This is an optimization exercise on Yosys and OpenROAD, whose aim is small area, a short achievable clock period and few clock cycles per item, not a production implementation. RTL that was checked went through simulation tests only; none was proved equivalent to the original. For run 1, only the layout was checked, not whether the RTL still works.

==> flow/design.v, too long to show whole: its modules and the start of the top module <==
// module alu: 1709 lines
// module fa: 4 lines
// module ha: 4 lines
// module conv3x3: 133 lines
module conv3x3(
    input wire clk,
    input wire rst,
    input wire en,
    input wire [7:0] pixel1,
    input wire [7:0] pixel2,
    input wire [7:0] pixel3,
    input wire [7:0] pixel4,
    input wire [7:0] pixel5,
    input wire [7:0] pixel6,
    input wire [7:0] pixel7,
    input wire [7:0] pixel8,
    input wire [7:0] pixel9,
    input wire [7:0] filter1,
    input wire [7:0] filter2,
    input wire [7:0] filter3,
    input wire [7:0] filter4,
    input wire [7:0] filter5,
    input wire [7:0] filter6,
    input wire [7:0] filter7,
    input wire [7:0] filter8,
    input wire [7:0] filter9,
    output wire [31:0] result,
    output wire done
);
  // ...
==> flow/flow/run.sh <==
#!/bin/bash
set -o pipefail
bash standard.sh "BUFFER_PORTS_ARGS=-buffer_cell sky130_fd_sc_hd__buf_2" finish > standard_flow.log 2>&1
==> flow/standard.sh <==
#!/bin/bash
# synth_recipe.tcl (not shown) runs the flow's synth.tcl, then flattens the netlist and writes it again
# the make line also repeats each setting of config.mk as NAME=value (left out here)
make -C /OpenROAD-flow-scripts/flow DESIGN_CONFIG=/design/flow/config.mk WORK_HOME=/design/flow/orfs CLKGATE_MAP_FILE= SYNTH_SCRIPT=/design/flow/synth_recipe.tcl "${@:-finish}"
==> flow/config.mk <==
export PLATFORM = sky130hd
export DESIGN_NAME = conv3x3
export DESIGN_NICKNAME = conv3x3
export VERILOG_FILES = /design/flow/design.v
export SDC_FILE = /design/flow/constraint.sdc
export NUM_CORES = 4
export LEC_CHECK = 0
export CAP_MARGIN = 20
export CORE_MARGIN = 2
export CORE_UTILIZATION = 65
export SETUP_SLACK_MARGIN = 4.3
export SLEW_MARGIN = 20
export SYNTH_HIERARCHICAL = 1
==> flow/constraint.sdc <==
create_clock -name core_clock -period 10.0 [get_ports {clk}]
set_input_delay 2.0000 -clock core_clock [delete_from_list [all_inputs] [get_ports {clk}]]
set_output_delay 2.0000 -clock core_clock [all_outputs]
set_load 0.01 [all_outputs]
==> flow_summary.toml, run 1 <==
[run_status]
outcome = "complete, no violations"

[layout]
seq_area_um2 = 967
fin_cells = 1800
layout_commonest_cell = "nand2_1"
fillers = 2140
fin_area_um2 = 16600
largest_cell_class = "multi-input gates"
seq_cells = 48
diodes = 0
clkCellAreaFrac = 0.0107
buffers = 168

[floorplan]
num_io_pins = 180
chipWidth_um = 166
dieHeight_um = 166

[timing]
drv_slew = 0
finalCriticalPeriod_ps = 5750
clock.fmax_ghz = 0.174
period_share = 0.575
layout_setup_ws_ps = 4250

[setup_path]
critPathCapture = "result[19]"
cpMaxStageDelayCell = "fa_2"
cpMostUsedCell = "fa_2"
crit_type = "reg2out"

[grt]
busiest_layer = "met2"
grt_util_met3 = 0.0496

[synth]
synth_most_common_cell = "nand2_1"
synth.top_cell.area_share = 0.647
synthFlopType = "dfxtp_1"
synthTopCellsByArea = "fa_1 (65%), nand2_1 (13%), buf_6 (9.5%)"
async_reset_ff_frac = 0.0208
avgSynthCellArea_um2 = 11.5
synth_common_cells = "nand2_1 (582), fa_1 (550), buf_6 (144)"
synth_compound_area_frac = 0.0106
ys_seq_area_frac = 0.0567
synth_cell_type_count = 37

[route]
dr.pass1.iters = 5
met1_length_um = 16700

[cts]
post-cts-setup-buffers = 0
cts_buffers = 5
post_cts_resized = 7

[placement]
dp_hpwl_um = 42500
gp_congestion = 0.978
==> module conv3x3, before the edit <==
module conv3x3(
    input wire clk,
    input wire rst,
    input wire en,
    input wire [7:0] pixel1,
    input wire [7:0] pixel2,
    input wire [7:0] pixel3,
    input wire [7:0] pixel4,
    input wire [7:0] pixel5,
    input wire [7:0] pixel6,
    input wire [7:0] pixel7,
    input wire [7:0] pixel8,
    input wire [7:0] pixel9,
    input wire [7:0] filter1,
    input wire [7:0] filter2,
    input wire [7:0] filter3,
    input wire [7:0] filter4,
    input wire [7:0] filter5,
    input wire [7:0] filter6,
    input wire [7:0] filter7,
    input wire [7:0] filter8,
    input wire [7:0] filter9,
    output wire [31:0] result,
    output wire done
);
wire [46:0] cs;
reg [46:0] cs_reg;
reg done_reg;
alu alu1(
    .pixel1(pixel1),
    .pixel2(pixel2),
    .pixel3(pixel3),
    .pixel4(pixel4),
    .pixel5(pixel5),
    .pixel6(pixel6),
    .pixel7(pixel7),
    .pixel8(pixel8),
    .pixel9(pixel9),
    .filter1(filter1),
    .filter2(filter2),
    .filter3(filter3),
    .filter4(filter4),
    .filter5(filter5),
    .filter6(filter6),
    .filter7(filter7),
    .filter8(filter8),
    .filter9(filter9),
    .cs(cs)
);
always @ (posedge clk)
    cs_reg <= cs;
always @ (posedge clk or posedge rst) begin
    if (rst)
        done_reg <= 1'b0;
    else
        done_reg <= en;
end
wire bhs3, bhc3;
ha bha3 (.a(cs_reg[5]), .b(cs_reg[6]), .s(bhs3), .co(bhc3));
wire bs529, bc529;
fa bfa529 (.a(cs_reg[7]), .b(cs_reg[8]), .c(cs_reg[9]), .s(bs529), .co(bc529));
wire bhs4, bhc4;
ha bha4 (.a(bhc3), .b(bs529), .s(bhs4), .co(bhc4));
wire bs530, bc530;
fa bfa530 (.a(cs_reg[10]), .b(cs_reg[11]), .c(cs_reg[12]), .s(bs530), .co(bc530));
wire bs531, bc531;
fa bfa531 (.a(cs_reg[13]), .b(bc529), .c(bs530), .s(bs531), .co(bc531));
wire bhs5, bhc5;
ha bha5 (.a(bhc4), .b(bs531), .s(bhs5), .co(bhc5));
wire bs532, bc532;
fa bfa532 (.a(cs_reg[14]), .b(cs_reg[15]), .c(cs_reg[16]), .s(bs532), .co(bc532));
wire bs533, bc533;
fa bfa533 (.a(bc530), .b(bs532), .c(bc531), .s(bs533), .co(bc533));
wire bhs6, bhc6;
ha bha6 (.a(bhc5), .b(bs533), .s(bhs6), .co(bhc6));
wire bs534, bc534;
fa bfa534 (.a(cs_reg[17]), .b(cs_reg[18]), .c(cs_reg[19]), .s(bs534), .co(bc534));
wire bs535, bc535;
fa bfa535 (.a(cs_reg[20]), .b(bc532), .c(bs534), .s(bs535), .co(bc535));
wire bhs7, bhc7;
ha bha7 (.a(bs535), .b(bc533), .s(bhs7), .co(bhc7));
wire bs536, bc536;
fa bfa536 (.a(cs_reg[21]), .b(cs_reg[22]), .c(cs_reg[23]), .s(bs536), .co(bc536));
wire bs537, bc537;
fa bfa537 (.a(cs_reg[24]), .b(bc534), .c(bs536), .s(bs537), .co(bc537));
wire bhs8, bhc8;
ha bha8 (.a(bc535), .b(bs537), .s(bhs8), .co(bhc8));
wire bs538, bc538;
fa bfa538 (.a(cs_reg[25]), .b(cs_reg[26]), .c(cs_reg[27]), .s(bs538), .co(bc538));
wire bs539, bc539;
fa bfa539 (.a(cs_reg[28]), .b(bc536), .c(bs538), .s(bs539), .co(bc539));
wire bhs9, bhc9;
ha bha9 (.a(bc537), .b(bs539), .s(bhs9), .co(bhc9));
wire bs540, bc540;
fa bfa540 (.a(cs_reg[29]), .b(cs_reg[30]), .c(cs_reg[31]), .s(bs540), .co(bc540));
wire bs541, bc541;
fa bfa541 (.a(cs_reg[32]), .b(cs_reg[33]), .c(bc538), .s(bs541), .co(bc541));
wire bs542, bc542;
fa bfa542 (.a(bs540), .b(bc539), .c(bs541), .s(bs542), .co(bc542));
wire bhs10, bhc10;
ha bha10 (.a(bhc9), .b(bs542), .s(bhs10), .co(bhc10));
wire bs543, bc543;
fa bfa543 (.a(cs_reg[34]), .b(cs_reg[35]), .c(cs_reg[36]), .s(bs543), .co(bc543));
wire bs544, bc544;
fa bfa544 (.a(bc540), .b(bs543), .c(bc541), .s(bs544), .co(bc544));
wire bhs11, bhc11;
ha bha11 (.a(bc542), .b(bs544), .s(bhs11), .co(bhc11));
wire bs545, bc545;
fa bfa545 (.a(cs_reg[37]), .b(cs_reg[38]), .c(cs_reg[39]), .s(bs545), .co(bc545));
wire bs546, bc546;
fa bfa546 (.a(cs_reg[40]), .b(bc543), .c(bs545), .s(bs546), .co(bc546));
wire bhs12, bhc12;
ha bha12 (.a(bs546), .b(bc544), .s(bhs12), .co(bhc12));
wire bs547, bc547;
fa bfa547 (.a(cs_reg[41]), .b(cs_reg[42]), .c(bc545), .s(bs547), .co(bc547));
wire bhs13, bhc13;
ha bha13 (.a(bc546), .b(bs547), .s(bhs13), .co(bhc13));
wire bs548, bc548;
fa bfa548 (.a(cs_reg[43]), .b(cs_reg[44]), .c(bc547), .s(bs548), .co(bc548));
wire bhs14, bhc14;
ha bha14 (.a(bhc13), .b(bs548), .s(bhs14), .co(bhc14));
wire bs549, bc549;
fa bfa549 (.a(cs_reg[45]), .b(cs_reg[46]), .c(bc548), .s(bs549), .co(bc549));
wire bhs15, bhc15;
ha bha15 (.a(bhc14), .b(bs549), .s(bhs15), .co(bhc15));
wire bhs16, bhc16;
ha bha16 (.a(bc549), .b(bhc15), .s(bhs16), .co(bhc16));
wire [19:0] rowa = {bhc16, 1'b1, 1'b1, 1'b1, bhc12, bhc11, bhc10, 1'b1, bhc8, bhc7, bhc6, 1'b1, 1'b1, 1'b1, 1'b1, cs_reg[4], cs_reg[3], cs_reg[2], cs_reg[1], cs_reg[0]};
wire [19:0] rowb = {1'b0, bhs16, bhs15, bhs14, bhs13, bhs12, bhs11, bhs10, bhs9, bhs8, bhs7, bhs6, bhs5, bhs4, bhs3, 1'b1, 1'b0, 1'b1, 1'b1, 1'b0};
wire [19:0] sum = rowa + rowb;
assign result = {12'd0, ~sum};
assign done = done_reg;
endmodule
==> run 2: changes to the inputs <==
--- a/flow/design.v
+++ b/flow/design.v
@@ -1654,16 +1654,18 @@
 wire as525, ac525;
 fa afa525 (.a(as523), .b(ac517), .c(as524), .s(as525), .co(ac525));
 wire as526, ac526;
 fa afa526 (.a(ac518), .b(ac519), .c(as525), .s(as526), .co(ac526));
 wire as527, ac527;
 fa afa527 (.a(ac521), .b(ac522), .c(ac523), .s(as527), .co(ac527));
 wire as528, ac528;
 fa afa528 (.a(ac524), .b(as527), .c(ac525), .s(as528), .co(ac528));
+wire ahs3, ahc3;
+ha aha3 (.a(ac527), .b(ac528), .s(ahs3), .co(ahc3));
 assign cs[0] = as3;   
 assign cs[1] = ahs0;   
 assign cs[2] = ahs1;   
 assign cs[3] = as58;   
 assign cs[4] = ahs2;   
 assign cs[5] = ahc2;   
 assign cs[6] = as137;   
 assign cs[7] = as188;   
@@ -1699,18 +1701,18 @@
 assign cs[37] = as519;   
 assign cs[38] = ac505;   
 assign cs[39] = as520;   
 assign cs[40] = ac506;   
 assign cs[41] = ac520;   
 assign cs[42] = as526;   
 assign cs[43] = ac526;   
 assign cs[44] = as528;   
-assign cs[45] = ac527;   
-assign cs[46] = ac528;   
+assign cs[45] = ahs3;   
+assign cs[46] = ahc3;   
 endmodule
 module fa (input wire a, input wire b, input wire c, output wire s, output wire co);
 assign s = a ^ b ^ c;
 assign co = (a & b) | (a & c) | (b & c);
 endmodule
 module ha (input wire a, input wire b, output wire s, output wire co);
 assign s = a ^ b;
 assign co = a & b;
@@ -1767,84 +1769,82 @@
 always @ (posedge clk)
     cs_reg <= cs;
 always @ (posedge clk or posedge rst) begin
     if (rst)
         done_reg <= 1'b0;
     else
         done_reg <= en;
 end
-wire bhs3, bhc3;
-ha bha3 (.a(cs_reg[5]), .b(cs_reg[6]), .s(bhs3), .co(bhc3));
+wire bhs4, bhc4;
+ha bha4 (.a(cs_reg[5]), .b(cs_reg[6]), .s(bhs4), .co(bhc4));
 wire bs529, bc529;
 fa bfa529 (.a(cs_reg[7]), .b(cs_reg[8]), .c(cs_reg[9]), .s(bs529), .co(bc529));
-wire bhs4, bhc4;
-ha bha4 (.a(bhc3), .b(bs529), .s(bhs4), .co(bhc4));
+wire bhs5, bhc5;
+ha bha5 (.a(bhc4), .b(bs529), .s(bhs5), .co(bhc5));
 wire bs530, bc530;
 fa bfa530 (.a(cs_reg[10]), .b(cs_reg[11]), .c(cs_reg[12]), .s(bs530), .co(bc530));
 wire bs531, bc531;
 fa bfa531 (.a(cs_reg[13]), .b(bc529), .c(bs530), .s(bs531), .co(bc531));
-wire bhs5, bhc5;
-ha bha5 (.a(bhc4), .b(bs531), .s(bhs5), .co(bhc5));
+wire bhs6, bhc6;
+ha bha6 (.a(bhc5), .b(bs531), .s(bhs6), .co(bhc6));
 wire bs532, bc532;
 fa bfa532 (.a(cs_reg[14]), .b(cs_reg[15]), .c(cs_reg[16]), .s(bs532), .co(bc532));
 wire bs533, bc533;
 fa bfa533 (.a(bc530), .b(bs532), .c(bc531), .s(bs533), .co(bc533));
-wire bhs6, bhc6;
-ha bha6 (.a(bhc5), .b(bs533), .s(bhs6), .co(bhc6));
+wire bhs7, bhc7;
+ha bha7 (.a(bhc6), .b(bs533), .s(bhs7), .co(bhc7));
 wire bs534, bc534;
 fa bfa534 (.a(cs_reg[17]), .b(cs_reg[18]), .c(cs_reg[19]), .s(bs534), .co(bc534));
 wire bs535, bc535;
 fa bfa535 (.a(cs_reg[20]), .b(bc532), .c(bs534), .s(bs535), .co(bc535));
-wire bhs7, bhc7;
-ha bha7 (.a(bs535), .b(bc533), .s(bhs7), .co(bhc7));
+wire bhs8, bhc8;
+ha bha8 (.a(bs535), .b(bc533), .s(bhs8), .co(bhc8));
 wire bs536, bc536;
 fa bfa536 (.a(cs_reg[21]), .b(cs_reg[22]), .c(cs_reg[23]), .s(bs536), .co(bc536));
 wire bs537, bc537;
 fa bfa537 (.a(cs_reg[24]), .b(bc534), .c(bs536), .s(bs537), .co(bc537));
-wire bhs8, bhc8;
-ha bha8 (.a(bc535), .b(bs537), .s(bhs8), .co(bhc8));
+wire bhs9, bhc9;
+ha bha9 (.a(bc535), .b(bs537), .s(bhs9), .co(bhc9));
 wire bs538, bc538;
 fa bfa538 (.a(cs_reg[25]), .b(cs_reg[26]), .c(cs_reg[27]), .s(bs538), .co(bc538));
 wire bs539, bc539;
 fa bfa539 (.a(cs_reg[28]), .b(bc536), .c(bs538), .s(bs539), .co(bc539));
-wire bhs9, bhc9;
-ha bha9 (.a(bc537), .b(bs539), .s(bhs9), .co(bhc9));
+wire bhs10, bhc10;
+ha bha10 (.a(bc537), .b(bs539), .s(bhs10), .co(bhc10));
 wire bs540, bc540;
 fa bfa540 (.a(cs_reg[29]), .b(cs_reg[30]), .c(cs_reg[31]), .s(bs540), .co(bc540));
 wire bs541, bc541;
 fa bfa541 (.a(cs_reg[32]), .b(cs_reg[33]), .c(bc538), .s(bs541), .co(bc541));
 wire bs542, bc542;
 fa bfa542 (.a(bs540), .b(bc539), .c(bs541), .s(bs542), .co(bc542));
-wire bhs10, bhc10;
-ha bha10 (.a(bhc9), .b(bs542), .s(bhs10), .co(bhc10));
+wire bhs11, bhc11;
+ha bha11 (.a(bhc10), .b(bs542), .s(bhs11), .co(bhc11));
 wire bs543, bc543;
 fa bfa543 (.a(cs_reg[34]), .b(cs_reg[35]), .c(cs_reg[36]), .s(bs543), .co(bc543));
 wire bs544, bc544;
 fa bfa544 (.a(bc540), .b(bs543), .c(bc541), .s(bs544), .co(bc544));
-wire bhs11, bhc11;
-ha bha11 (.a(bc542), .b(bs544), .s(bhs11), .co(bhc11));
+wire bhs12, bhc12;
+ha bha12 (.a(bc542), .b(bs544), .s(bhs12), .co(bhc12));
 wire bs545, bc545;
 fa bfa545 (.a(cs_reg[37]), .b(cs_reg[38]), .c(cs_reg[39]), .s(bs545), .co(bc545));
 wire bs546, bc546;
 fa bfa546 (.a(cs_reg[40]), .b(bc543), .c(bs545), .s(bs546), .co(bc546));
-wire bhs12, bhc12;
-ha bha12 (.a(bs546), .b(bc544), .s(bhs12), .co(bhc12));
+wire bhs13, bhc13;
+ha bha13 (.a(bs546), .b(bc544), .s(bhs13), .co(bhc13));
 wire bs547, bc547;
 fa bfa547 (.a(cs_reg[41]), .b(cs_reg[42]), .c(bc545), .s(bs547), .co(bc547));
-wire bhs13, bhc13;
-ha bha13 (.a(bc546), .b(bs547), .s(bhs13), .co(bhc13));
+wire bhs14, bhc14;
+ha bha14 (.a(bc546), .b(bs547), .s(bhs14), .co(bhc14));
 wire bs548, bc548;
 fa bfa548 (.a(cs_reg[43]), .b(cs_reg[44]), .c(bc547), .s(bs548), .co(bc548));
-wire bhs14, bhc14;
-ha bha14 (.a(bhc13), .b(bs548), .s(bhs14), .co(bhc14));
-wire bs549, bc549;
-fa bfa549 (.a(cs_reg[45]), .b(cs_reg[46]), .c(bc548), .s(bs549), .co(bc549));
 wire bhs15, bhc15;
-ha bha15 (.a(bhc14), .b(bs549), .s(bhs15), .co(bhc15));
+ha bha15 (.a(bhc14), .b(bs548), .s(bhs15), .co(bhc15));
+wire bs549, bc549;
+fa bfa549 (.a(cs_reg[45]), .b(bc548), .c(bhc15), .s(bs549), .co(bc549));
 wire bhs16, bhc16;
-ha bha16 (.a(bc549), .b(bhc15), .s(bhs16), .co(bhc16));
-wire [19:0] rowa = {bhc16, 1'b1, 1'b1, 1'b1, bhc12, bhc11, bhc10, 1'b1, bhc8, bhc7, bhc6, 1'b1, 1'b1, 1'b1, 1'b1, cs_reg[4], cs_reg[3], cs_reg[2], cs_reg[1], cs_reg[0]};
-wire [19:0] rowb = {1'b0, bhs16, bhs15, bhs14, bhs13, bhs12, bhs11, bhs10, bhs9, bhs8, bhs7, bhs6, bhs5, bhs4, bhs3, 1'b1, 1'b0, 1'b1, 1'b1, 1'b0};
+ha bha16 (.a(cs_reg[46]), .b(bc549), .s(bhs16), .co(bhc16));
+wire [19:0] rowa = {bhc16, 1'b1, 1'b1, 1'b1, bhc13, bhc12, bhc11, 1'b1, bhc9, bhc8, bhc7, 1'b1, 1'b1, 1'b1, 1'b1, cs_reg[4], cs_reg[3], cs_reg[2], cs_reg[1], cs_reg[0]};
+wire [19:0] rowb = {1'b0, bhs16, bs549, bhs15, bhs14, bhs13, bhs12, bhs11, bhs10, bhs9, bhs8, bhs7, bhs6, bhs5, bhs4, 1'b1, 1'b0, 1'b1, 1'b1, 1'b0};
 wire [19:0] sum = rowa + rowb;
 assign result = {12'd0, ~sum};
 assign done = done_reg;
 endmodule
==> flow/config.mk (replaced) <==
export PLATFORM = sky130hd
export DESIGN_NAME = conv3x3
export DESIGN_NICKNAME = conv3x3
export VERILOG_FILES = /design/flow/design.v
export SDC_FILE = /design/flow/constraint.sdc
export NUM_CORES = 4
export LEC_CHECK = 0
export CAP_MARGIN = 20
export CORE_MARGIN = 2
export CORE_UTILIZATION = 65
export CTS_BUF_LIST = sky130_fd_sc_hd__clkbuf_8
export SETUP_SLACK_MARGIN = 4.3
export SLEW_MARGIN = 20
export SYNTH_HIERARCHICAL = 1
==> flow_summary.toml, run 2 <==
[setup_path]
critical-path-max-stage-delay_ps = 490
crit_type = "reg2out"
startpoint_type = "register"
crit_path_cell_trace = "fa_2, fa_2, fa_1, ha_2, fa_1, or3_4, or2_4, or3_1, o211ai_1, buf_2"
cp_max_fo = 2
crit_required_ps = 8000
cpMaxStageDelayCell = "fa_1"
worstPathArrival_ps = 3710
worst_setup_path_end_kind = "primary output"

[grt]
antenna_found_initial = 0
overflow = 0
grt_pass1_vias = 11400
grt_pass1_wl_um = 70300
grt_max_degree = 18
grt_use_total = 0.353

[route]
drc = 0
dr.pass1.iters = 6
drt_iter0_markers = 975
num_vias = 10700
finalWirelength_um = 45200
post_drt_wl_per_cell_um = 25.1
via_per_inst = 5.94
drtAntennaViolNets = 0

[timing]
hold_viol = 0
worst_pin_slew_ps = 552
drv_slew = 0
period_share = 0.571
finalCriticalPeriod_ps = 5710
fin_setup_tns_ps = 0
rsz0062_at_grt = "true"
slew_headroom = 0.628
setup_viol = 0
clock.fmax_ghz = 0.175

[layout]
drive_above_1_share = 0.147
fin_nets = 2185
diodes = 0
syn2layout_area_growth_pct = -3.12
largest_register_ff_count = 47
final_cell_mix = "nand2_1 (582), fa_1 (527), buf_2 (167), dfxtp_1 (45), fa_2 (23)"
fillers = 2144
layout_commonest_cell = "nand2_1"

[synth]
ys_seq_area_frac = 0.0567
synth-edff-count = 0
synth-seq-cells = 48
yosysWarnings = 7
synth_common_cells = "nand2_1 (582), fa_1 (550), buf_6 (144)"
synth.top_cell.area_share = 0.647
synth_most_common_cell = "nand2_1"
syn_area_um2 = 17000
synthTopCellsByArea = "fa_1 (65%), nand2_1 (13%), buf_6 (9.5%)"
yosys.area.top_type = "fa_1"
synthCells = 1484
synth_cell_type_count = 37
synthFlopType = "dfxtp_1"
async_reset_ff_frac = 0.0208
avgSynthCellArea_um2 = 11.5

[floorplan]
core_region_area_um2 = 25900
num_rows = 59
dieHeight_um = 166
chipWidth_um = 166
die-area_um2 = 27500
num_io_pins = 180
initial_core_util = 0.657

[cts]
htreeDepth = 2
clock-sinks = 48
ctsHoldBuffers = 0
clockBufferDepth = 2
cts_buffers = 5
root_buffer = "clkbuf_8"
cts_tree = "done"
clk_pin_slew_ps = 110

[job]
cap_violations = 0

[hold_path]
hp-class = "in2async"

[placement]
dp_hpwl_um = 42200
numPortBuffers = 167
gp_congestion = 0.988

[run_status]
outcome = "complete, no violations"
-- run 2: cell counts after synthesis --
Identical to the previous run, type by type.
-- run 2: timing repair --
action	in CTS	in global routing
setup endpoints to repair	5	8
pin swaps	3	4
gates resized for setup	7	10
buffers inserted	1	0
-- run 2: final timing paths --
path                             from         end  slack (ps)  depth (start not counted)
worst max-delay path       cs_reg[39]  result[19]        4290                         10
worst min-delay path              rst    done_reg        1480                          2
max in group asynchronous         rst    done_reg        8430                          2
min in group core_clock            en    done_reg        1770                          1
-- run 2: routing by layer --
layer	routed length, µm	global-route usage
met2	21500	0.548
met1	17000	0.520
met4	2300	0.145
met3	4390	0.0408
met5	0	0
-- run 2: kinds of logic after synthesis --
| group | share of synthesized area |
|---|---|
| AO/OA/AOI/OAI | 0.0106 |
| buffers and inverters | 0.124 |
| AND/OR/NAND/NOR | 0.136 |
| XOR/XNOR | 0.00823 |
| adder cells (fa/ha/maj) | 0.664 |
| other | 0.000220 |
| flip-flops | 0.0567 |
-- run 2: critical path, delay by kind of cell (launching register included) --
| family | cells | cell delay [ps] |
|---|---|---|
| buffers and inverters | 1 | 150 |
| and+or+nand+nor | 3 | 930 |
| adders and majority gates | 5 | 1800 |
| DFF | 1 | 340 |
| AOI/OAI and AO/OA | 1 | 150 |
-- run 2: cell type report --
type | instances | area, µm² | share of cell area
multi-input combinational | 1232 | 14100 | 0.856
sequential | 48 | 968 | 0.0587
timing repair buffer | 168 | 843 | 0.0511
tap | 335 | 419 | 0.0254
clock buffer | 5 | 68.8 | 0.00417
clock inverter | 3 | 50.0 | 0.00303
inverter | 9 | 33.8 | 0.00205
-- run 2: metrics by stage --
step	hold slack, ps	cells	area, µm²	utilization	setup WS (ps)
6_report	1480	1800	16500	0.637	4290
5_1_grt	1480	1800	16500	0.637	4170
4_1_cts	1470	1800	16400	0.635	4250
3_5_place_dp	1830	1791	16300	0.629	4020
3_3_place_gp	1830	1791	16300	0.629	4020
2_1_floorplan	1730	1495	17100	-	4290
-- run 2: modules after synthesis, one instance, submodules excluded --
| module | cells | times used |
|---|---|---|
| alu | 767 | 1 |
| conv3x3 | 150 | 1 |
| fa | 1 | 550 |
| ha | 1 | 17 |
Testbench counts of run 2, summed over its fixed seeds: cycles 1,608, items 1,600.
==> run 3: changes to the inputs <==
--- a/flow/config.mk
+++ b/flow/config.mk
@@ -9,5 +9,4 @@
 export CORE_MARGIN = 2
 export CORE_UTILIZATION = 65
-export CTS_BUF_LIST = sky130_fd_sc_hd__clkbuf_8
 export SETUP_SLACK_MARGIN = 4.3
 export SLEW_MARGIN = 20
==> flow_summary.toml, run 3 <==
[timing]
rsz0062_at_grt = "true"
period_share = 0.567
finalCriticalPeriod_ps = 5670
worst_pin_slew_ps = 575
slew_headroom = 0.613
hold_viol = 0
clock.fmax_ghz = 0.177
drv_slew = 0
setup_viol = 0
fin_setup_tns_ps = 0

[floorplan]
chipWidth_um = 166
core_region_area_um2 = 25900
die-area_um2 = 27500
num_io_pins = 180
initial_core_util = 0.657
num_rows = 59
dieHeight_um = 166

[setup_path]
startpoint = "cs_reg[39]"
critPathCapture = "result[19]"
critical-path-max-stage-delay_ps = 490
worstPathArrival_ps = 3670
critPathBufInv = 1
startpoint_type = "register"
crit_cells = 10
worst_setup_path_end_kind = "primary output"
critPathTopFamily = "adder cells"
cp_max_fo = 2
crit_type = "reg2out"
crit_path_cell_trace = "fa_2, fa_2, fa_1, ha_2, fa_1, or3_4, or2_4, or3_1, o211ai_1, buf_2"
cpMaxStageDelayCell = "fa_1"
crit_required_ps = 8000

[synth]
synth_cell_type_count = 37
syn_area_um2 = 17000
synthTopCellsByArea = "fa_1 (65%), nand2_1 (13%), buf_6 (9.5%)"
synthFlopType = "dfxtp_1"
avgSynthCellArea_um2 = 11.5
synthCells = 1484
synth_common_cells = "nand2_1 (582), fa_1 (550), buf_6 (144)"
synth_most_common_cell = "nand2_1"
ys_seq_area_frac = 0.0567
synth-seq-cells = 48
async_reset_ff_frac = 0.0208
yosysWarnings = 7
synth-edff-count = 0
yosys.area.top_type = "fa_1"
synth.top_cell.area_share = 0.647

[route]
post_drt_wl_per_cell_um = 25.1
finalWirelength_um = 45200
via_per_inst = 5.95
drtAntennaViolNets = 0
drc = 0
drt_iter0_markers = 1094
num_vias = 10700
dr.pass1.iters = 5

[layout]
largest_register_ff_count = 47
layout_commonest_cell = "nand2_1"
fin_nets = 2185
syn2layout_area_growth_pct = -2.81
fillers = 2142
final_cell_mix = "nand2_1 (582), fa_1 (525), buf_2 (165), dfxtp_1 (46), fa_2 (25)"
drive_above_1_share = 0.146
diodes = 0
fin_cells = 1800

[hold_path]
hp-class = "in2async"

[job]
cap_violations = 0

[cts]
root_buffer = "clkbuf_16"
clk_pin_slew_ps = 80
clock-sinks = 48
cts_tree = "done"
cts_buffers = 5
htreeDepth = 2
ctsHoldBuffers = 0
clockBufferDepth = 2

[run_status]
outcome = "complete, no violations"

[placement]
dp.cells = 1791
gp_congestion = 0.988
dp_hpwl_um = 42200
numPortBuffers = 167

[grt]
grt_pass1_wl_um = 70400
grt_use_total = 0.353
antenna_found_initial = 0
grt_pass1_vias = 11400
grt_max_degree = 18
overflow = 0
## run 3: cell types whose count changed in the layout (fill, tap and decap cells not counted), sizes merged
| cell | before | now |
|---|---|---|
| buf | 168 | 166 |
| clkbuf | 5 | 7 |
## run 3: cell families after synthesis
kind of cell,count (synthesis),share of synthesized area
other cells,1,0.000220
compound gates,26,0.0106
buf+inv,215,0.124
fa+ha+maj,574,0.664
simple gates,604,0.136
xor+xnor,16,0.00823
flops,48,0.0567
## run 3: per-layer routing
metal	global-route usage	vias to the layer above	share of wire
met5	0	-	0
met4	0.141	0	0.050
met3	0.0427	88	0.098
met2	0.550	697	0.48
met1	0.520	5642	0.37
li1	-	4282	-
## run 3: how the worst min path moves through the flow
stage / startpoint / endpoint / slack [ps]
2_1_floorplan: rst / done_reg / 1730
3_3_place_gp: rst / done_reg / 1830
3_5_place_dp: rst / done_reg / 1830
4_1_cts: rst / done_reg / 1510
5_1_grt: rst / done_reg / 1520
6_report: rst / done_reg / 1520
## run 3: final cells by class
class | count | area (µm²) | share of cell area
inverters | 9 | 33.8 | 0.00204
repair buffers | 168 | 848 | 0.0513
well taps | 335 | 419 | 0.0253
flip-flops and latches | 48 | 967 | 0.0584
clock buffers | 5 | 125 | 0.00756
multi-input cells | 1232 | 14100 | 0.852
clock inverters | 3 | 50.0 | 0.00302
## run 3: what timing repair did
| action | 4_1_cts | 5_1_grt |
|---|---|---|
| setup endpoints to repair | 4 | 10 |
| pin swaps | 3 | 3 |
| gates resized for setup | 6 | 12 |
| endpoints found under the hold margin | 0 | 0 |
| setup buffers | 1 | 0 |
| cloned | 0 | 0 |
## run 3: per-stage QoR
step                utilization  setup WS, ps  hold slack [ps]  area [µm²]
detailed placement        0.629          4020             1830       16300
floorplan                     -          4290             1730       17100
CTS                       0.637          4290             1510       16500
global route              0.639          4210             1520       16500
global placement          0.629          4020             1830       16300
finish                    0.639          4330             1520       16500
## run 3: Yosys stat by module (local to each module, per instance)
| module | cells inside | area, µm² |
|---|---|---|
| alu | 767 | 4140 |
| fa | 1 | 20.0 |
| ha | 1 | 12.5 |
| conv3x3 | 150 | 1670 |
==> run 4: changes to the inputs <==
--- a/flow/config.mk
+++ b/flow/config.mk
@@ -9,5 +9,5 @@
 export CORE_MARGIN = 2
 export CORE_UTILIZATION = 65
-export SETUP_SLACK_MARGIN = 4.3
+export SETUP_SLACK_MARGIN = 4.4
 export SLEW_MARGIN = 20
 export SYNTH_HIERARCHICAL = 1
==> flow_summary.toml, run 4 <==
[run_status]
outcome = "complete, no violations"

[route]
dr.pass1.iters = 5
drtAntennaViolNets = 0
drc = 0
drt_iter0_markers = 1022
via_per_inst = 5.92
finalWirelength_um = 45500
post_drt_wl_per_cell_um = 25.3
num_vias = 10700

[synth]
synth_cell_type_count = 37
synthCells = 1484
synth_most_common_cell = "nand2_1"
yosysWarnings = 7
synthTopCellsByArea = "fa_1 (65%), nand2_1 (13%), buf_6 (9.5%)"
synth_common_cells = "nand2_1 (582), fa_1 (550), buf_6 (144)"
synth.top_cell.area_share = 0.647
synth-edff-count = 0
syn_area_um2 = 17000
synth-seq-cells = 48
ys_seq_area_frac = 0.0567
avgSynthCellArea_um2 = 11.5
yosys.area.top_type = "fa_1"
synthFlopType = "dfxtp_1"
async_reset_ff_frac = 0.0208

[grt]
overflow = 0
grt_max_degree = 16
antenna_found_initial = 0
grt_use_total = 0.357
grt_pass1_wl_um = 71400
grt_pass1_vias = 11800

[timing]
hold_viol = 0
period_share = 0.567
finalCriticalPeriod_ps = 5670
layout_setup_ws_ps = 4330
rsz0062_at_grt = "true"
setup_viol = 0
slew_headroom = 0.601
fin_setup_tns_ps = 0
drv_slew = 0
clock.fmax_ghz = 0.176
worst_pin_slew_ps = 593

[setup_path]
critPathCapture = "result[19]"
startpoint = "cs_reg[37]"
crit_required_ps = 8000
cp_max_fo = 2
startpoint_type = "register"
worstPathArrival_ps = 3670
crit_type = "reg2out"
worst_setup_path_end_kind = "primary output"

[placement]
dp_hpwl_um = 42200
dp.cells = 1791
dpl_worst_slack_ps = 4060
numPortBuffers = 167
gp_congestion = 0.969

[layout]
drive_above_1_share = 0.229
syn2layout_area_growth_pct = 0.712
final_cell_mix = "nand2_1 (575), fa_1 (416), fa_2 (134), clkbuf_4 (91), buf_2 (56)"
fin_cells = 1801
layout_commonest_cell = "nand2_1"
diodes = 0
largest_register_ff_count = 47
fin_nets = 2186

[floorplan]
chipWidth_um = 166
initial_core_util = 0.657
core_region_area_um2 = 25900
num_rows = 59
num_io_pins = 180
die-area_um2 = 27500
dieHeight_um = 166

[job]
cap_violations = 0

[cts]
htreeDepth = 2
cts_buffers = 5
ctsHoldBuffers = 0
clk_pin_slew_ps = 70
root_buffer = "clkbuf_16"
clock-sinks = 48
cts_tree = "done"
clockBufferDepth = 2

[hold_path]
hp-class = "in2async"
## run 4: cell count changes in the layout (fill, tap and decap cells not counted), sizes merged
| cell | delta |
|---|---|
| clkbuf | +89 |
| buf | -88 |
| inv | -2 |
| clkinv | +1 |
| clkinvlp | +1 |
## run 4: metal layers
layer / part of all wire / track usage
met2: 0.48 / 0.569
met5: 0 / 0
met1: 0.37 / 0.501
met4: 0.055 / 0.157
met3: 0.097 / 0.0491
## run 4: per-module statistics from Yosys (local to each module, per instance)
module	copies in the design	flip-flops and latches	area, µm²	cells inside
conv3x3	1	48	1670	150
ha	17	0	12.5	1
alu	1	0	4140	767
fa	550	0	20.0	1
## run 4: timing repair
action	CTS	global route
resized for setup	15	161
gates cloned	0	0
setup endpoints to repair	7	21
buffers inserted	1	1
pin swaps	8	33
## run 4: final cells by class
type / instances / area [µm²]
Inverter: 9 / 33.8
Clock inverter: 3 / 42.5
Clock buffer: 5 / 125
Multi-Input combinational cell: 1232 / 14400
Timing Repair Buffer: 169 / 1130
Tap cell: 335 / 419
Sequential cell: 48 / 968
Fill cell: 2071 / 8760
## run 4: worst min path at each step
stage,from,to,slack (ps),cells past startpoint
6_report,rst,done_reg,1530,2
5_1_grt,rst,done_reg,1520,2
4_1_cts,rst,done_reg,1520,2
3_5_place_dp,rst,done_reg,1830,2
3_3_place_gp,rst,done_reg,1830,2
2_1_floorplan,rst,done_reg,1730,1
## run 4: cell families (layout without fill, tap and decap cells)
group | after synthesis | in the layout | share of synthesized area
AND/OR/NAND/NOR | 604 | 604 | 0.136
adder cells (fa/ha/maj) | 574 | 574 | 0.664
buffers and inverters | 215 | 186 | 0.124
flip-flops | 48 | 48 | 0.0567
AO/OA/AOI/OAI | 26 | 26 | 0.0106
XOR/XNOR | 16 | 16 | 0.00823
other | 1 | 12 | 0.000220
## run 4: stage by stage
step / utilization / hold slack, ps / instance area, µm²
floorplan: - / 1730 / 17400
detailed placement: 0.638 / 1830 / 16500
CTS: 0.646 / 1520 / 16700
global placement: 0.638 / 1830 / 16500
global route: 0.662 / 1520 / 17100
finish: 0.662 / 1530 / 17100
## run 4: worst max-delay path: stages, from the launching register on
cell and delay (ps):
dfxtp_2 330, fa_2 390, fa_2 340, fa_1 490
ha_2 170, fa_2 460, or3_4 350, or2_4 230
or3_1 300, o211ai_1 160, buf_2 160
==> run 5: changes to the inputs <==
==> flow/flow/run.sh (replaced) <==
#!/bin/bash
set -o pipefail
bash standard.sh "BUFFER_PORTS_ARGS=-buffer_cell sky130_fd_sc_hd__buf_1" finish > standard_flow.log 2>&1
--- a/flow/config.mk
+++ b/flow/config.mk
@@ -9,5 +9,5 @@
 export CORE_MARGIN = 2
 export CORE_UTILIZATION = 65
-export SETUP_SLACK_MARGIN = 4.4
+export SETUP_SLACK_MARGIN = 4.3
 export SLEW_MARGIN = 20
 export SYNTH_HIERARCHICAL = 1
==> flow_summary.toml, run 5 <==
[run_status]
outcome = "complete, no violations"

[route]
drtAntennaViolNets = 0
num_vias = 10700
drt_iter0_markers = 1139
via_per_inst = 5.94
drc = 0
finalWirelength_um = 45400
dr.pass1.iters = 5
post_drt_wl_per_cell_um = 25.2

[timing]
clock.fmax_ghz = 0.176
fin_setup_tns_ps = 0
rsz0062_at_grt = "true"
layout_setup_ws_ps = 4310
setup_viol = 0
slew_headroom = 0.652
drv_slew = 0
hold_viol = 0
period_share = 0.569
finalCriticalPeriod_ps = 5690
worst_pin_slew_ps = 517

[placement]
gp_congestion = 0.989
dp_hpwl_um = 42100
dpl_worst_slack_ps = 3780
numPortBuffers = 167

[floorplan]
die-area_um2 = 27500
num_io_pins = 180
core_region_area_um2 = 25900
num_rows = 59
chipWidth_um = 166
dieHeight_um = 166
initial_core_util = 0.657

[setup_path]
worstPathArrival_ps = 3690
critical-path-max-stage-delay_ps = 490
critPathBufInv = 1
crit_cells = 10
critPathTopFamily = "adder cells"
crit_type = "reg2out"
startpoint_type = "register"
worst_setup_path_end_kind = "primary output"
crit_path_cell_trace = "fa_2, fa_2, fa_1, ha_2, fa_1, or3_4, or2_4, or3_1, o211ai_1, buf_2"
startpoint = "cs_reg[37]"
crit_required_ps = 8000
cpMaxStageDelayCell = "fa_1"
critPathCapture = "result[19]"
cp_max_fo = 2

[synth]
yosysWarnings = 7
synth_top_family_by_area = "adder cells"
synth_most_common_cell = "nand2_1"
synthTopCellsByArea = "fa_1 (65%), nand2_1 (13%), buf_6 (9.5%)"
synth-edff-count = 0
synth_xor_area_frac = 0.00823
syn_area_um2 = 17000
synthCells = 1484
yosys.area.top_type = "fa_1"
synthMuxAreaShare = 0
synth_compound_area_frac = 0.0106
synth_cell_type_count = 37
synth_common_cells = "nand2_1 (582), fa_1 (550), buf_6 (144)"
synthSimpleGateAreaFrac = 0.136
ys_seq_area_frac = 0.0567
synthFlopType = "dfxtp_1"
async_reset_ff_frac = 0.0208
avgSynthCellArea_um2 = 11.5
synthAdderAreaFrac = 0.664
synth.top_cell.area_share = 0.647
synth-seq-cells = 48

[cts]
clk_pin_slew_ps = 70
cts_tree = "done"
htreeDepth = 2
root_buffer = "clkbuf_16"
cts_buffers = 5
clock-sinks = 48
clockBufferDepth = 2

[grt]
antenna_found_initial = 0
grt_pass1_vias = 11600
overflow = 0
grt_max_degree = 16
grt_use_total = 0.355
grt_pass1_wl_um = 70800

[layout]
layout_commonest_cell = "nand2_1"
syn2layout_area_growth_pct = -2.61
largest_register_ff_count = 47
fin_nets = 2186
fillers = 2150
final_cell_mix = "nand2_1 (582), fa_1 (520), buf_2 (121), dfxtp_1 (46), fa_2 (30)"
drive_above_1_share = 0.135
diodes = 0

[hold_path]
hp-class = "in2async"

[job]
cap_violations = 0
[run 5: cell counts after synthesis]
No cell type changed its count.
[run 5: how the worst min path moves through the flow]
stage / to / depth (start not counted)
6_report: done_reg / 2
4_1_cts: done_reg / 2
3_3_place_gp: done_reg / 2
2_1_floorplan: done_reg / 1
5_1_grt: done_reg / 2
3_5_place_dp: done_reg / 2
[run 5: layer usage]
metal	wire, µm	track usage
met1	17100	0.520
met2	21600	0.555
met3	4370	0.0431
met4	2260	0.144
met5	0	0
[run 5: metrics by stage]
step	hold WS [ps]	utilization	instances	cell area, µm²
after CTS	1490	0.635	1800	16500
after detailed placement	1810	0.621	1791	16100
final	1500	0.640	1801	16600
after global placement	1810	0.621	1791	16100
after global routing	1520	0.640	1801	16600
after floorplan	1730	-	1495	17100
[run 5: cells by family after synthesis]
logic type      Yosys count
simple gates            604
buf+inv                 215
flops                    48
fa+ha+maj               574
xor+xnor                 16
other cells               1
compound gates           26
[run 5: area by class of cell]
class	instances	area, µm²	share of cell area
multi-input combinational	1232	14100	0.852
sequential	48	967	0.0583
timing repair buffer	169	856	0.0516
tap	335	419	0.0253
clock buffer	6	139	0.00837
clock inverter	2	38.8	0.00234
inverter	9	33.8	0.00204
[run 5: per-module statistics from Yosys (local to each module, per instance)]
module	copies in the design	area (µm²)
alu	1	4140
conv3x3	1	1670
fa	550	20.0
ha	17	12.5
[run 5: repair_timing]
item,in CTS,in global routing
hold buffers,0,0
pin swaps,3,5
buffers inserted,1,1
endpoints found under the setup margin,32,27
gates resized for setup,139,41

## re-timing with driven ports
The flow's constraints put no driver on any port. The routed layouts listed below were extracted and timed again, unchanged, in two steps.
Step 1, drivers: a clkbuf_16 drives clk and a buf_2 each remaining input, both assumed.
Step 2 times the ports against the registers' clock, not the clock port: input delays grow and output delays shrink by t, the midpoint of the rising clock arrivals with the driver on.
a / b / c = no drivers / after step 1 / after step 2; a / b = the first two.
| run | shift t [ns] | slack for setup (ns) | worst setup path after step 2 | clock arrival spread, ns | worst data-port slew with drivers (ns) |
|---|---|---|---|---|---|
| run 1 | 0.338 | 4.250 / 4.206 / 4.056 | input to register | 0.010 / 0.009 | 0.06 |
| run 2 | 0.359 | 4.287 / 4.255 / 4.015 | input to register | 0.011 / 0.010 | 0.05 |
| run 3 | 0.335 | 4.335 / 4.295 / 4.042 | input to register | 0.007 / 0.007 | 0.04 |
| run 4 | 0.337 | 4.332 / 4.286 / 4.120 | input to register | 0.004 / 0.004 | 0.06 |
| run 5 | 0.339 | 4.313 / 4.271 / 4.009 | input to register | 0.008 / 0.009 | 0.05 |
After both steps every run listed still meets setup and hold. The setup slack of run 5, which loses most, moves by -0.042 ns with the drivers and by -0.304 ns with both steps.
